This design comes from an exercise in tuning for small area, a short achievable clock period and few clock cycles per item on the open sky130 flow, not from production work.
Power and IR drop assume default switching activity.

==> module basediv, before the edit <==
module basediv(
  input             clk,
  input             reset,
  input      [31:0] x,
  input      [31:0] y,
  input             in_valid,
  input             div_signed,
  output            in_ready,
  output reg        out_valid,
  output     [31:0] s,
  output     [31:0] r
);
reg        busy;       
reg        prep;       
reg [32:0] R;          
reg [31:0] Q;          
reg [33:0] D;          
reg        yz;         
reg [4:0]  cnt;        
reg [4:0]  lzxr;       
reg        zq;         
reg        sx, sy, sq;
assign in_ready = ~busy;
wire accept = in_valid & ~busy;
function [5:0] lzc32(input [31:0] a);    
  reg [15:0] v1; reg [15:0] c1;
  reg [7:0]  v2; reg [15:0] c2;
  reg [3:0]  v3; reg [11:0] c3;
  reg [1:0]  v4; reg [7:0]  c4;
  integer i;
  begin
    for (i = 0; i < 16; i = i + 1) begin
      v1[i] = a[2*i+1] | a[2*i];
      c1[i] = ~a[2*i+1];
    end
    for (i = 0; i < 8; i = i + 1) begin
      v2[i] = v1[2*i+1] | v1[2*i];
      c2[2*i+1] = ~v1[2*i+1];
      c2[2*i]   = v1[2*i+1] ? c1[2*i+1] : c1[2*i];
    end
    for (i = 0; i < 4; i = i + 1) begin
      v3[i] = v2[2*i+1] | v2[2*i];
      c3[3*i+2] = ~v2[2*i+1];
      c3[3*i+1 -: 2] = v2[2*i+1] ? c2[4*i+3 -: 2] : c2[4*i+1 -: 2];
    end
    for (i = 0; i < 2; i = i + 1) begin
      v4[i] = v3[2*i+1] | v3[2*i];
      c4[4*i+3] = ~v3[2*i+1];
      c4[4*i+2 -: 3] = v3[2*i+1] ? c3[6*i+5 -: 3] : c3[6*i+2 -: 3];
    end
    lzc32 = {v4[1] | v4[0], ~v4[1], v4[1] ? c4[7:4] : c4[3:0]};
  end
endfunction
function lt5(input [4:0] a, input [4:0] b);
  reg [4:0] l, e;
  begin
    l = ~a & b;
    e = ~(a ^ b);
    lt5 = l[4] | e[4] & (l[3] | e[3] & (l[2] | e[2] & (l[1] | e[1] & l[0])));
  end
endfunction
function [4:0] sub5(input [4:0] a, input [4:0] b);
  reg [4:0] p, g, c;
  begin
    p = a ^ ~b;
    g = a & ~b;
    c[0] = 1'b1;
    c[1] = g[0] | p[0];
    c[2] = g[1] | p[1] & g[0] | p[1] & p[0];
    c[3] = g[2] | p[2] & g[1] | p[2] & p[1] & g[0] | p[2] & p[1] & p[0];
    c[4] = g[3] | p[3] & g[2] | p[3] & p[2] & g[1] | p[3] & p[2] & p[1] & g[0]
         | p[3] & p[2] & p[1] & p[0];
    sub5 = p ^ c;
  end
endfunction
wire        sx_in = div_signed & x[31];
wire        sy_in = div_signed & y[31];
wire        sq_in = sx_in ^ sy_in;
wire [5:0]  lzx_in = lzc32(sx_in ? {~x[30:0], 1'b1} : x);
wire [5:0]  lzy_in = lzc32(y ^ {32{sy_in}});
wire        xzero  = ~lzx_in[5];
wire        yz_in  = ~lzy_in[5] & ~sy_in;
wire        early  = (lt5(lzy_in[4:0], lzx_in[4:0]) | xzero) & ~yz_in;
wire [4:0]  k     = sub5(cnt, lzxr);
reg  [33:0] dsh;
integer j, m;
always @* begin
  dsh = D;
  for (j = 0; j < 5; j = j + 1)
    if (k[j])
      for (m = 33; m >= 0; m = m - 1)
        dsh[m] = (m >= (1 << j)) ? dsh[m - (1 << j)] : ~sq;
end
wire [33:0] a   = {R[32], R};
wire        cin = ~sq;
wire [33:0] pa  = a ^ D;
wire [33:0] ga  = a & D;
reg  [33:0] G, P, Gn, Pn;
integer i, d;
always @* begin
  G = ga; P = pa;
  for (d = 1; d < 34; d = d * 2) begin
    Gn = G; Pn = P;
    for (i = d; i < 34; i = i + 1) begin
      Gn[i] = G[i] | (P[i] & G[i-d]);
      Pn[i] = P[i] & P[i-d];
    end
    G = Gn; P = Pn;
  end
  G = G | (P & {34{cin}});
end
wire [33:0] cy   = {G[32:0], cin};
wire [33:0] T    = pa ^ cy;
wire [33:0] kz   = {a[32:0] | D[32:0], cin};
wire        tz   = (pa == kz);
wire        cond = sx ? (T[33] | tz) : ~T[33];
always @(posedge clk) begin
  if (reset) begin
    busy <= 1'b0;
    prep <= 1'b0;
    out_valid <= 1'b0;
  end else if (accept) begin
    busy <= ~early;
    prep <= ~early;
    out_valid <= early;
  end else if (prep) begin
    prep <= 1'b0;
    if (yz | ~cond) begin
      busy <= 1'b0;
      out_valid <= 1'b1;
    end
  end else if (busy) begin
    if (cnt == 5'd0) begin
      busy <= 1'b0;
      out_valid <= 1'b1;
    end
  end else begin
    out_valid <= 1'b0;
  end
end
always @(posedge clk) begin
  if (accept) begin
    R     <= {sx_in, x};
    D     <= {sy_in, sy_in, y} ^ {34{~sq_in}};
    cnt   <= lzy_in[4:0];
    lzxr  <= lzx_in[4:0];
    zq    <= early;
    yz    <= yz_in;
    sx    <= sx_in;
    sy    <= sy_in;
    sq    <= sq_in;
  end else if (prep) begin
    if (sq & cond) R <= T[32:0];
    zq  <= ~yz & ~cond;
    Q   <= yz ? {{31{~sq}}, 1'b1} : {32{sq}};
    D   <= dsh;
    cnt <= k;
  end else if (busy) begin
    if (cond) R <= T[32:0];
    Q   <= {Q[30:0], cond ^ sq};
    D   <= {~sx, D[33:1]};
    cnt <= cnt - 5'd1;
  end
end
assign s = Q & {32{~zq}};
assign r = R[31:0];
endmodule
clock: 5.5 ns
lec_check: 0
cap_margin: 20
core_margin: 2
core_utilization: 40
setup_slack_margin: 2.0
slew_margin: 20
run.sh (not shown) runs the stock make flow with config.mk's settings and CLKGATE_MAP_FILE= SYNTH_SCRIPT=/design/flow/synth_recipe.tcl, a recipe that flattens the netlist after the stock synthesis.
Rerun with:
--- a/flow/design.v
+++ b/flow/design.v
@@ -99,14 +99,15 @@
 integer i, d;
 always @* begin
   G = ga; P = pa;
   for (d = 1; d < 34; d = d * 2) begin
     Gn = G; Pn = P;
-    for (i = d; i < 34; i = i + 1) begin
-      Gn[i] = G[i] | (P[i] & G[i-d]);
-      Pn[i] = P[i] & P[i-d];
-    end
+    for (i = 0; i < 34; i = i + 1)
+      if (i % (2*d) >= d) begin
+        Gn[i] = G[i] | (P[i] & G[(i / (2*d)) * (2*d) + d - 1]);
+        Pn[i] = P[i] & P[(i / (2*d)) * (2*d) + d - 1];
+      end
     G = Gn; P = Pn;
   end
   G = G | (P & {34{cin}});
 end
 wire [33:0] cy   = {G[32:0], cin};
Outcome:
- The new run finished clean
- fmax falls by 9.5%
- total power barely changes
- non-clock buffer count rises by 16
- synthesized cell count rises by 2.2%
- global-route usage rises by 1.1 points
No functional check of the RTL was part of any run of this note.

==> port drivers added, routing unchanged <==
No port has a modelled driver above. Below, the same layouts with a new extraction and two added sets of constraints.
Step 1 (the two cells are an assumption about what drives the block):
set clk [get_ports {clk}]
set_driving_cell -lib_cell sky130_fd_sc_hd__clkbuf_16 $clk
set_driving_cell -lib_cell sky130_fd_sc_hd__buf_2 [delete_from_list [all_inputs] $clk]
Step 2 also shifts input and output timing later by t, the mid clock arrival at the registers, as if the neighbouring blocks saw the same clock.
Three values: ideal ports, drivers, drivers and shift; two values: the first two.
run | shift t [ns] | slack for setup (ns) | worst setup path after step 2 | cell pins on the clock port's net
the first run | 0.475 | 1.870 / 1.896 / 1.420 | input to register | 1
the second run | 0.475 | 1.488 / 1.494 / 1.019 | input to register | 1
After both steps every run listed still meets setup and hold. For the second run, which loses most, drivers alone change the setup slack by +0.006 ns; drivers and shift together by -0.469 ns.
